This design comes from an exercise in tuning for small area on the open sky130 flow, not from production work.
Only the layout flow was run in this run; the RTL was not checked for function there.

File: design/flow/config.mk
export PLATFORM = sky130hd
export DESIGN_NAME = synth_core
export DESIGN_NICKNAME = synth_core
export VERILOG_FILES = /design/flow/design.v
export SDC_FILE = /design/flow/constraint.sdc
export NUM_CORES = 4
export LEC_CHECK = 0
export CAP_MARGIN = 20
export CORE_MARGIN = 2
export CORE_UTILIZATION = 30
export PLACE_DENSITY = 0.5
export SLEW_MARGIN = 20
File: design/flow/constraint.sdc
create_clock -name core_clock -period 45.0 [get_ports {clk}]
set_input_delay 9.0000 -clock core_clock [delete_from_list [all_inputs] [get_ports {clk}]]
set_output_delay 9.0000 -clock core_clock [all_outputs]
set_load 0.01 [all_outputs]
File: design/flow/design.v
module coefficient_mapper(
    input [2:0] coefficient_select,      
    output reg [7:0] coefficient         
);
    always @(*) begin
        case(coefficient_select)
            3'b000: coefficient = 8'd0;     
            3'b001: coefficient = 8'd36;    
            3'b010: coefficient = 8'd73;    
            3'b011: coefficient = 8'd109;   
            3'b100: coefficient = 8'd146;   
            3'b101: coefficient = 8'd182;   
            3'b110: coefficient = 8'd219;   
            3'b111: coefficient = 8'd255;   
            default: coefficient = 8'd0;
        endcase
    end
endmodule
module configurable_filter #(
    parameter DATA_WIDTH = 32,
    parameter FILTER_ORDER = 4
)(
    input                               clk,
    input                               reset,
    input                               enable,
    input [2:0]                         coefficient_select,
    input signed [DATA_WIDTH-1:0]       audio_in,
    output reg signed [DATA_WIDTH-1:0]  audio_out
);
    reg signed [DATA_WIDTH-1:0] delay_line [0:FILTER_ORDER-1];
    reg signed [DATA_WIDTH+8-1:0] weighted_sum;  
    reg signed [DATA_WIDTH-1:0] delay_line_average;
    wire [7:0] coefficient;
    integer i;
    coefficient_mapper coeff_map(
        .coefficient_select(coefficient_select),
        .coefficient(coefficient)
    );
    always @(posedge clk) begin
        if (reset) begin
            for (i = 0; i < FILTER_ORDER; i = i + 1) begin
                delay_line[i] <= 0;
            end
            audio_out <= 0;
            weighted_sum <= 0;
            delay_line_average <= 0;
        end
        else if (enable) begin
            for (i = FILTER_ORDER-1; i > 0; i = i - 1) begin
                delay_line[i] <= delay_line[i-1];
            end
            delay_line[0] <= audio_in;
            delay_line_average <= 0;
            for (i = 0; i < FILTER_ORDER; i = i + 1) begin
                delay_line_average <= delay_line_average + (delay_line[i] / FILTER_ORDER);
            end
            weighted_sum <= (audio_in * (8'd255 - coefficient) + 
                           delay_line_average * coefficient);
            audio_out <= weighted_sum[DATA_WIDTH+8-1:8];  
        end
        else begin
            audio_out <= audio_in;
        end
    end
endmodule
module individual_note_selector (
    input sel,
    input [1:0] octave_sel,
    input [18:0] note_period_low,
    input [18:0] note_period_high,
    output reg [18:0] output_period
);
    always @(*) begin
        if (sel && octave_sel[1])
            output_period = note_period_low;
        else if (sel && octave_sel[0])
            output_period = note_period_high;
        else
            output_period = 19'b0;
    end
endmodule
module waveform_generator(
    input CLOCK_50,
    input reset,                  
    input [18:0] note_period,     
    input [1:0] wave_select,
    input note_enable,
    output reg signed [31:0] wave_out
);
    parameter AMPLITUDE = 32'd10000000;
    reg [18:0] phase_counter;
    wire [19:0] full_period = {note_period, 1'b0};  
    always @(posedge CLOCK_50) begin
        if (reset) begin
            phase_counter <= 0;
            wave_out <= 0;
        end else begin
        if (phase_counter >= full_period)
            phase_counter <= 0;
        else
            phase_counter <= phase_counter + 1;
        if (!note_enable)
            wave_out <= 0;
        else begin
            case (wave_select)
                2'b00: begin  
                    wave_out <= (phase_counter < note_period) ?   
                               AMPLITUDE : -AMPLITUDE;
                end
                2'b01: begin  
                    wave_out <= (phase_counter < (note_period >> 1)) ? 
                               AMPLITUDE : -AMPLITUDE;
                end
                2'b10: begin  
                    wave_out <= (phase_counter < note_period) ?   
                               (AMPLITUDE >> 2) : -(AMPLITUDE >> 2);
                end
                2'b11: begin  
                    wave_out <= (phase_counter < (note_period >> 2)) ? 
                               AMPLITUDE : -AMPLITUDE;
                end
            endcase
        end
        end
    end
endmodule
module total_tone_generator(
    input [11:0] GPIO_0,
    input [1:0] octave_sel,
    input [1:0] wave_select,
    output [31:0] total_sound,
    input CLOCK_50,
    input reset,
    input [7:0] uart_data,
    input SW
);
    parameter C4   = 19'b0010111010100000101;
    parameter Cs4  = 19'b0010110000001001010;
    parameter D4   = 19'b0010100110001111110;
    parameter Ds4  = 19'b0010011101000100101;
    parameter E4   = 19'b0010010100010110011;
    parameter F4   = 19'b0010001100000010100;
    parameter Fs4  = 19'b0010000111111011111;
    parameter G4   = 19'b0001111101000111111;
    parameter Gs4  = 19'b0001110101101100110;
    parameter A4   = 19'b0001101110111110010;
    parameter As4  = 19'b0001101001001001101;
    parameter B4   = 19'b0001100011110111010;
    parameter C5   = 19'b0001011101010000010;
    parameter Cs5  = 19'b0001010111111100101;
    parameter D5   = 19'b0001010011000111110;
    parameter Ds5  = 19'b0001001110100010101;
    parameter E5   = 19'b0001001010001011001;
    parameter F5   = 19'b0001000110000001010;
    parameter Fs5  = 19'b0001000011111101111;
    parameter G5   = 19'b0000111110100011111;
    parameter Gs5  = 19'b0000111010110011001;
    parameter A5   = 19'b0000110111101110010;
    parameter As5  = 19'b0000110101001001101;
    parameter B5   = 19'b0000110011110111010;
    reg [18:0] delay_cnt[0:11];
    wire [18:0] delay[0:11];
    wire [18:0] delay_prime[0:11];
    reg snd[0:11];
    wire signed [31:0] note_sounds[0:11];  
    individual_note_selector U1  (GPIO_0[0],  octave_sel, C4,  C5,  delay[0]);
    individual_note_selector U2  (GPIO_0[1],  octave_sel, Cs4, Cs5, delay[1]);
    individual_note_selector U3  (GPIO_0[2],  octave_sel, D4,  D5,  delay[2]);
    individual_note_selector U4  (GPIO_0[3],  octave_sel, Ds4, Ds5, delay[3]);
    individual_note_selector U5  (GPIO_0[4],  octave_sel, E4,  E5,  delay[4]);
    individual_note_selector U6  (GPIO_0[5],  octave_sel, F4,  F5,  delay[5]);
    individual_note_selector U7  (GPIO_0[6],  octave_sel, Fs4, Fs5, delay[6]);
    individual_note_selector U8  (GPIO_0[7],  octave_sel, G4,  G5,  delay[7]);
    individual_note_selector U9  (GPIO_0[8],  octave_sel, Gs4, Gs5, delay[8]);
    individual_note_selector U10 (GPIO_0[9],  octave_sel, A4,  A5,  delay[9]);
    individual_note_selector U11 (GPIO_0[10], octave_sel, As4, As5, delay[10]);
    individual_note_selector U12 (GPIO_0[11], octave_sel, B4,  B5,  delay[11]);
    genvar i;
    generate
        for (i = 0; i < 6; i = i + 1) begin : wave_gen_first_half
            assign delay_prime[i] = SW ? (delay[i] * (200 - uart_data) / 100) : delay[i];
            waveform_generator wave_gen (
                .CLOCK_50(CLOCK_50),
                .reset(reset),
                .note_period(delay_prime[i]),
                .wave_select(wave_select),
                .note_enable(GPIO_0[i]),
                .wave_out(note_sounds[i])
            );
        end
    endgenerate
    generate
        for (i = 6; i < 12; i = i + 1) begin : wave_gen_second_half
            assign delay_prime[i] = SW ? (delay[i] * (200 - uart_data) / 100) : delay[i];
            waveform_generator wave_gen (
                .CLOCK_50(CLOCK_50),
                .reset(reset),
                .note_period(delay_prime[i]),
                .wave_select(wave_select),
                .note_enable(GPIO_0[i]),
                .wave_out(note_sounds[i])
            );
        end
    endgenerate
    wire signed [31:0] sound [0:11];
    genvar j;
    generate
        for (j = 0; j < 12; j = j + 1) begin : sound_gen
            assign sound[j] = (GPIO_0[j] == 0) ? 0 : 
                            snd[j] ? 32'd10000000 : -32'd10000000;
        end
    endgenerate
    reg [31:0] total_sound_reg;
    integer k;
    always @(*) begin
        total_sound_reg = 0;
        for (k = 0; k < 12; k = k + 1) begin
            total_sound_reg = total_sound_reg + note_sounds[k];
        end
    end
    assign total_sound = total_sound_reg;
endmodule
module note_decoder (
    input [18:0] note_freq,
    output reg [11:0] note_select
);
    parameter C4   = 19'b0010111010100000101;
    parameter Cs4  = 19'b0010110000001001010;
    parameter D4   = 19'b0010100110001111110;
    parameter Ds4  = 19'b0010011101000100101;
    parameter E4   = 19'b0010010100010110011;
    parameter F4   = 19'b0010001100000010100;
    parameter Fs4  = 19'b0010000111111011111;
    parameter G4   = 19'b0001111101000111111;
    parameter Gs4  = 19'b0001110101101100110;
    parameter A4   = 19'b0001101110111110010;
    parameter As4  = 19'b0001101001001001101;
    parameter B4   = 19'b0001100011110111010;
    parameter Rest = 19'b0000000000000000000;
    always @(*) begin
        case(note_freq)
            C4:  note_select = 12'b000000000001;
            Cs4: note_select = 12'b000000000010;
            D4:  note_select = 12'b000000000100;
            Ds4: note_select = 12'b000000001000;
            E4:  note_select = 12'b000000010000;
            F4:  note_select = 12'b000000100000;
            Fs4: note_select = 12'b000001000000;
            G4:  note_select = 12'b000010000000;
            Gs4: note_select = 12'b000100000000;
            A4:  note_select = 12'b001000000000;
            As4: note_select = 12'b010000000000;
            B4:  note_select = 12'b100000000000;
            Rest: note_select = 12'b000000000000;
            default: note_select = 12'b000000000000;
        endcase
    end
endmodule
module song_player (
    input CLOCK_50,  
    input [9:0] SW,
    input [1:0] KEY,          
    output reg [18:0] out_note  
);
    parameter C4   = 19'b0010111010100000101;
    parameter Cs4  = 19'b0010110000001001010;
    parameter D4   = 19'b0010100110001111110;
    parameter Ds4  = 19'b0010011101000100101;
    parameter E4   = 19'b0010010100010110011;
    parameter F4   = 19'b0010001100000010100;
    parameter Fs4  = 19'b0010000111111011111;
    parameter G4   = 19'b0001111101000111111;
    parameter Gs4  = 19'b0001110101101100110;
    parameter A4   = 19'b0001101110111110010;
    parameter As4  = 19'b0001101001001001101;
    parameter B4   = 19'b0001100011110111010;
    parameter C5   = 19'b0001011101010000010;
    parameter Cs5  = 19'b0001010111111100101;
    parameter D5   = 19'b0001010011000111110;
    parameter Ds5  = 19'b0001001110100010101;
    parameter E5   = 19'b0001001010001011001;
    parameter F5   = 19'b0001000110000001010;
    parameter Fs5  = 19'b0001000011111101111;
    parameter G5   = 19'b0000111110100011111;
    parameter Gs5  = 19'b0000111010110011001;
    parameter A5   = 19'b0000110111101110010;
    parameter As5  = 19'b0000110101001001101;
    parameter B5   = 19'b0000110011110111010;
    parameter Rest = 19'b0000000000000000000;
    parameter QUARTER_NOTE = 3_000;   
    parameter EIGHTH_NOTE = QUARTER_NOTE/2;
    parameter HALF_NOTE = QUARTER_NOTE*2;
    parameter WHOLE_NOTE = QUARTER_NOTE*4;
    parameter SIXTEENTH_NOTE = QUARTER_NOTE/4;
    reg [18:0] song_note_rom;        
    reg [31:0] note_duration_rom;    
    integer note_index;              
    reg [31:0] note_timer;
    always @(*) begin
        case (note_index)
            0:  begin song_note_rom = E5;   note_duration_rom = QUARTER_NOTE;   end
            1:  begin song_note_rom = Rest; note_duration_rom = SIXTEENTH_NOTE; end
            2:  begin song_note_rom = E5;   note_duration_rom = QUARTER_NOTE;   end
            3:  begin song_note_rom = Rest; note_duration_rom = SIXTEENTH_NOTE; end
            4:  begin song_note_rom = E5;   note_duration_rom = QUARTER_NOTE;   end
            5:  begin song_note_rom = Rest; note_duration_rom = QUARTER_NOTE;   end
            6:  begin song_note_rom = C5;   note_duration_rom = QUARTER_NOTE;   end
            7:  begin song_note_rom = E5;   note_duration_rom = QUARTER_NOTE;   end
            8:  begin song_note_rom = G5;   note_duration_rom = HALF_NOTE;      end
            9:  begin song_note_rom = Rest; note_duration_rom = QUARTER_NOTE;   end
            10: begin song_note_rom = G4;   note_duration_rom = QUARTER_NOTE;   end
            11: begin song_note_rom = Rest; note_duration_rom = QUARTER_NOTE;   end
            12: begin song_note_rom = C5;   note_duration_rom = QUARTER_NOTE;   end
            13: begin song_note_rom = Rest; note_duration_rom = EIGHTH_NOTE;    end
            14: begin song_note_rom = G4;   note_duration_rom = QUARTER_NOTE;   end
            15: begin song_note_rom = Rest; note_duration_rom = EIGHTH_NOTE;    end
            16: begin song_note_rom = E4;   note_duration_rom = QUARTER_NOTE;   end
            17: begin song_note_rom = Rest; note_duration_rom = EIGHTH_NOTE;    end
            18: begin song_note_rom = A4;   note_duration_rom = QUARTER_NOTE;   end
            19: begin song_note_rom = Rest; note_duration_rom = SIXTEENTH_NOTE; end
            20: begin song_note_rom = B4;   note_duration_rom = QUARTER_NOTE;   end
            21: begin song_note_rom = Rest; note_duration_rom = SIXTEENTH_NOTE; end
            22: begin song_note_rom = As4;  note_duration_rom = QUARTER_NOTE;   end
            23: begin song_note_rom = A4;   note_duration_rom = QUARTER_NOTE;   end
            24: begin song_note_rom = G4;   note_duration_rom = QUARTER_NOTE * 3/2; end
            25: begin song_note_rom = E5;   note_duration_rom = QUARTER_NOTE * 3/2; end
            26: begin song_note_rom = G5;   note_duration_rom = QUARTER_NOTE * 3/2; end
            27: begin song_note_rom = A5;   note_duration_rom = QUARTER_NOTE;   end
            default: begin song_note_rom = Rest; note_duration_rom = QUARTER_NOTE; end
        endcase
    end
    reg playing;
    reg prev_key;
    always @(posedge CLOCK_50) begin
        if (!KEY[0]) begin   
            note_index <= 0;
            note_timer <= 0;
            out_note <= Rest;
            playing <= 0;
            prev_key <= 1;
        end else begin
            if (prev_key && !KEY[1]) begin   
                playing <= !playing;          
            end
            prev_key <= KEY[1];
            if (playing) begin
                if (note_timer == 0) begin
                    out_note <= song_note_rom;
                    note_timer <= note_duration_rom;
                    if (note_index >= 31)
                        note_index <= 0;
                    else
                        note_index <= note_index + 1;
                end else begin
                    note_timer <= note_timer - 1;
                end
            end else begin
                out_note <= Rest;
                note_timer <= 0;
                note_index <= 0;
            end
        end
    end
endmodule
module uart_receiver(
    input              CLOCK_50,
    input      [1:0]   KEY,
    input      [9:0]   SW,
    output reg [9:0]   LEDR,     
    output reg [6:0]   HEX0,      
    output reg [6:0]   HEX1,      
    output reg [6:0]   HEX2,      
    input              GPIO_1,    
    output [7:0] output_data
);
    wire reset_n = KEY[0];
    wire rxd;
    assign rxd = GPIO_1 ? 1'b1 : 1'b0;
    reg [2:0] rx_sync;
    reg rx_data;
    reg [7:0] buffer_reg;
    reg rx_data_prev;
    wire rx_falling_edge;
    function [6:0] seg7_patterns;
        input [7:0] digit;
        case (digit)
            8'd0: seg7_patterns = 7'b1000000;
            8'd1: seg7_patterns = 7'b1111001;
            8'd2: seg7_patterns = 7'b0100100;
            8'd3: seg7_patterns = 7'b0110000;
            8'd4: seg7_patterns = 7'b0011001;
            8'd5: seg7_patterns = 7'b0010010;
            8'd6: seg7_patterns = 7'b0000010;
            8'd7: seg7_patterns = 7'b1111000;
            8'd8: seg7_patterns = 7'b0000000;
            8'd9: seg7_patterns = 7'b0010000;
            default: seg7_patterns = 7'b0000000;
        endcase
    endfunction
    always @(posedge CLOCK_50) begin
        if (!reset_n) begin
            rx_sync <= 3'b111;
            rx_data <= 1'b1;
            rx_data_prev <= 1'b1;
        end else begin
            rx_sync <= {rx_sync[1:0], rxd};
            rx_data <= rx_sync[2];
            rx_data_prev <= rx_data;
        end
    end
    assign rx_falling_edge = rx_data_prev & ~rx_data;
    parameter IDLE = 0, START_BIT = 1, DATA_BITS = 2, STOP_BIT = 3;
    parameter CLOCK_FREQ = 50000000;
    parameter BAUD_RATE = 9600;
    parameter CLKS_PER_BIT = CLOCK_FREQ/BAUD_RATE;
    parameter CLKS_PER_HALF_BIT = CLKS_PER_BIT/2;
    reg [15:0] clk_count;
    reg [2:0] bit_index;
    reg [7:0] rx_byte;
    reg [2:0] state;
    reg data_valid;
    reg [7:0] prev_rx_byte;
    always @(posedge CLOCK_50) begin
        if (!reset_n) begin
            state <= IDLE;
            clk_count <= 0;
            bit_index <= 0;
            rx_byte <= 0;
            buffer_reg <= 0;
            data_valid <= 0;
            prev_rx_byte <= 0;
            LEDR <= 0;
            HEX0 <= 7'b1111111;
            HEX1 <= 7'b1111111;
            HEX2 <= 7'b1111111;
        end else begin
            case (state)
                IDLE: begin
                    clk_count <= 0;
                    bit_index <= 0;
                    data_valid <= 0;
                    if (rx_falling_edge) begin
                        state <= START_BIT;
                    end
                end
                START_BIT: begin
                    if (clk_count < CLKS_PER_HALF_BIT - 1) begin
                        clk_count <= clk_count + 1;
                    end else begin
                        if (rx_data == 0) begin
                            clk_count <= 0;
                            state <= DATA_BITS;
                        end else
                            state <= IDLE;
                    end
                end
                DATA_BITS: begin
                    if (clk_count < CLKS_PER_BIT - 1)
                        clk_count <= clk_count + 1;
                    else begin
                        clk_count <= 0;
                        rx_byte[bit_index] <= rx_data;
                        bit_index <= bit_index + 1;
                        if (bit_index == 7) begin
                            bit_index <= 0;
                            state <= STOP_BIT;
                        end
                    end
                end
                STOP_BIT: begin
                    if (clk_count < CLKS_PER_BIT - 1)
                        clk_count <= clk_count + 1;
                    else begin
                        state <= IDLE;
                        if (rx_data == 1) begin
                            if (rx_byte <= 200) begin
                                buffer_reg <= rx_byte;
                                LEDR[7:0] <= rx_byte;
                                HEX0 <= seg7_patterns(rx_byte % 10);
                                HEX1 <= seg7_patterns((rx_byte / 10) % 10);
                                HEX2 <= seg7_patterns(rx_byte / 100);
                                prev_rx_byte <= rx_byte;
                                data_valid <= 1;
                            end
                        end
                    end
                end
                default: state <= IDLE;
            endcase
        end
    end
    assign output_data = rx_byte;
endmodule
module synth_core (
    input             clk,       
    input             rst_n,     
    input             play_n,    
    input      [9:0]  SW,
    input      [11:0] GPIO_0,    
    input             uart_rx,   
    output     [31:0] audio_out,
    output     [9:0]  LEDR,
    output     [6:0]  HEX0,
    output     [6:0]  HEX1,
    output     [6:0]  HEX2
);
wire [1:0]  KEY = {play_n, rst_n};
wire [31:0] sound;
wire [31:0] filtered_sound;
wire [7:0]  uart_rx_data;
wire [18:0] song_note;
wire [11:0] note_select;
wire [11:0] final_note_select;
wire [11:0] gpio_notes = GPIO_0[11:0];
song_player song_inst (
    .CLOCK_50(clk),
    .KEY(KEY),
    .SW(SW),
    .out_note(song_note)
);
note_decoder decoder_inst (
    .note_freq(song_note),
    .note_select(note_select)
);
assign final_note_select = SW[0] ? note_select : gpio_notes;
total_tone_generator T1 (
    .GPIO_0(final_note_select),
    .octave_sel(SW[9:8]),
    .wave_select(SW[6:5]),
    .total_sound(sound),
    .CLOCK_50(clk),
    .reset(~KEY[0]),
    .uart_data(uart_rx_data),
    .SW(SW[7])
);
uart_receiver uart_rx_inst (
    .CLOCK_50(clk),
    .KEY(KEY),
    .SW(SW),
    .LEDR(LEDR),
    .HEX0(HEX0),
    .HEX1(HEX1),
    .HEX2(HEX2),
    .GPIO_1(uart_rx),
    .output_data(uart_rx_data)
);
configurable_filter #(
    .DATA_WIDTH(32),
    .FILTER_ORDER(4)
) audio_filter (
    .clk(clk),
    .reset(~KEY[0]),
    .enable(SW[4]),
    .coefficient_select(SW[3:1]),
    .audio_in(sound),
    .audio_out(filtered_sound)
);
assign audio_out = filtered_sound;
endmodule
File: design/flow/run.sh
#!/bin/bash
# synth_recipe.tcl (not shown) runs the flow's synth.tcl, then flattens the netlist and writes it again
# the make line also repeats each setting of config.mk as NAME=value (left out here)
make -C /OpenROAD-flow-scripts/flow DESIGN_CONFIG=/design/flow/config.mk WORK_HOME=/design/flow/orfs CLKGATE_MAP_FILE= SYNTH_SCRIPT=/design/flow/synth_recipe.tcl finish
==> results.txt <==
most common cell after layout, fill and taps aside: inv_1
Critical Path AT: 40.88 ns
Hold WC Path Type: reg -> reg
Most Frequent Cell on Critical Path: a21oi_1
Initial Util: 0.301
largest net degree at the start of global routing: 165
vias in the first global route: 172577
hold depth: 1
clock sink count: 685
sequential area share after synthesis: 0.0695
Worst Path Required: 45.76 ns
initial antenna violation count: 30
wl on met1: 287000 um
post-synthesis cell type count: 192
Netlist Area Pre-Place: 0.197 mm^2
critical path peak fanout: 19
# DRC: 0
max layer used: met5
#FFs+latches synth: 685
final setup margin: 4.88 ns
Worst-path clk slew: 0.06 ns
design area: 0.211 mm^2
number of port buffers: 86
starting DRC count in detailed routing: 11858
Post-synth EDFFs: 0
Skew-Pair Late Insertion Delay: 0.90 ns
status: complete, no violations
Post-CTS Setup Inserts: 0
asr flop ratio synth: 0
final-report setup violation count: 0
Hold Fails Final Rpt: 0
Max Slew Vio Count: 0
area leader, netlist: fa_1
CTS Hold Bufs: 0
grt ovf: 0
Via Count: 176528
Worst Clk Skew: 0.111 ns
measured slew at the worst slew-check pin: 1.12 ns
vias per std cell: 5.34
CP Capture Type: register
CTS tree: done
post-CTS sizing: 0
Synth area leaders: fa_1 19%, ha_1 14%, dfxtp_1 7.0%
ANT nets after route: 0
Yosys warnings: 9
Fmax achieved: 0.0249 GHz
CTS max path bufs: 4
area delta synth->final: 6.89%
most frequent cells in the layout: 3082 x inv_1, 2262 x ha_1, 1894 x nor2_1
met2 wire length: 266000 um
IO Count: 89
period utilization: 0.892
DRT Pass-1 Iters: 7
TNS Setup: 0 ns
CTS Buf Count: 95
routed wire length per instance: 17.8 um
Startpoint Class: input port
Final HPWL DP: 480000 um
post-synth top area share: 0.190
Max-Cap Viols: 0
Fillers: 69341
Final Net Count: 28474
Total GRT Usage: 0.172
Die H: 815 um
Place WS: 4.07 ns
Rows: 297
Core Box Area: 0.654 mm^2
DIE WIDTH: 815 um
Synth Flop Type: dfxtp_1
R2R depth: 115
Avg Cell Area, Syn: 8.02 um^2
CP max stage delay: 1.13 ns
min Tclk post-route: 40.12 ns
first-pass GRT wire length: 956000 um
Crit Path Class: in -> reg
die footprint: 0.664 mm^2
RSZ-0062 raised after global routing: false
Syn Inst Count: 24590
GP Congestion: 0.867
H-tree Lvls: 3
root buf cell: clkbuf_16
met3 WL: 23200 um
Area after DPL: 0.208 mm^2
final wirelength: 588000 um
max-slew headroom at the worst pin: 0.248
Max stage delay cell, worst path: clkdlybuf4s50_1
layout cells sized above 1: 0.0548
[logic make-up after synthesis]
kind of cell | Yosys count | share of synthesized area
fa+ha+maj | 4218 | 0.338
buf+inv | 3794 | 0.0755
other cells | 2 | 0.0000381
mux | 543 | 0.0288
compound gates | 6729 | 0.244
xor+xnor | 1279 | 0.0583
simple gates | 7340 | 0.186
flops | 685 | 0.0695
[metal layers]
metal,GRT usage,vias up
li1,-,87044
met1,0.246,85467
met2,0.280,3575
met3,0.0152,438
met4,0.0358,4
met5,0,-
[state kept, by name, indices dropped and copies added, names as in the netlist, 42 cells and up, named ones only]
| name | cells |
|---|---|
| T1.wave_gen_first_half.wave_gen.phase_counter | 114 |
| T1.wave_gen_first_half.wave_gen.wave_out | 42 |
| T1.wave_gen_second_half.wave_gen.phase_counter | 114 |
| T1.wave_gen_second_half.wave_gen.wave_out | 42 |
| audio_filter.delay_line | 108 |
[worst paths after layout]
check	start	end	slack [ns]
worst max-delay path	SW[0]	register	4.88
worst min-delay path	uart_rx_inst.rx_sync[1]	uart_rx_inst.rx_sync[2]	0.42
worst max register to register	uart_rx_inst.rx_byte[0]	register	12.07
worst min register to register	uart_rx_inst.rx_sync[1]	uart_rx_inst.rx_sync[2]	0.42
[stage by stage]
step,instances,hold WS (ns),utilization
2_1_floorplan,24642,0.386,-
3_3_place_gp,32879,0.412,0.317
3_5_place_dp,32882,0.400,0.317
4_1_cts,33049,0.423,0.322
5_1_grt,33051,0.439,0.322
6_report,33064,0.416,0.322
[critical path: cells and delay by family]
kind,cells,cell delay (ns)
AO/OA/AOI/OAI,59,17.63
AND/OR/NAND/NOR,29,6.24
adder cells (fa/ha/maj),8,3.40
buffers and inverters,6,2.00
XOR/XNOR,4,1.50
multiplexers,3,1.03
[layout make-up]
cell class | instances | area (um^2) | share of cell area
Sequential cell | 685 | 13700 | 0.0651
Tap cell | 8671 | 10800 | 0.0515
Antenna cell | 14 | 35.0 | 0.000166
Clock inverter | 47 | 586 | 0.00278
Clock buffer | 120 | 2610 | 0.0124
Timing Repair Buffer | 272 | 2270 | 0.0108
Inverter | 3092 | 11600 | 0.0551
Multi-Input combinational cell | 20163 | 169000 | 0.802
[synthesized netlist by cell type, drive strengths merged, types with 140 or more instances]
library cell     n
o21bai         190
clkbuf         482
fa            1876
a21o           483
and3           265
o31ai          185
mux2i          406
o21a           220
or3            181
a31oi          314
o211ai         324
nor2          1918
inv           3087
nand2b         317
xnor2          827
and2           421
a211oi         317
ha            2263
nand4          273
a21oi         1409
nor4           159
buf            217
o21ai         1272
xor2           447
nor3           561
nand3          651
nor2b          430
nand2         1629
o22ai          140
dfxtp          685
or2            201

[re-timing with driven ports]
The flow's constraints put no driver on any port. The routed layout listed below was extracted and timed again, unchanged, in two steps. Step 1: set_driving_cell puts a clkbuf_16 on clk and a buf_2 on each other input, an assumption about the parent block. Step 2, shift: input delay + t, output delay - t, t = (earliest + latest rising clock arrival at the registers) / 2. This alone moves slack from input paths to output paths. Slacks: ideal / step 1 / step 2; pairs: ideal / step 1.
t, ns: 0.967
slack for setup (ns): 4.877 / 4.976 / 4.010
worst slew at a driven data input, ns: 0.15
After both steps setup and hold are still met in this run. For this run, drivers alone change the setup slack by +0.099 ns; drivers and shift together by -0.867 ns.
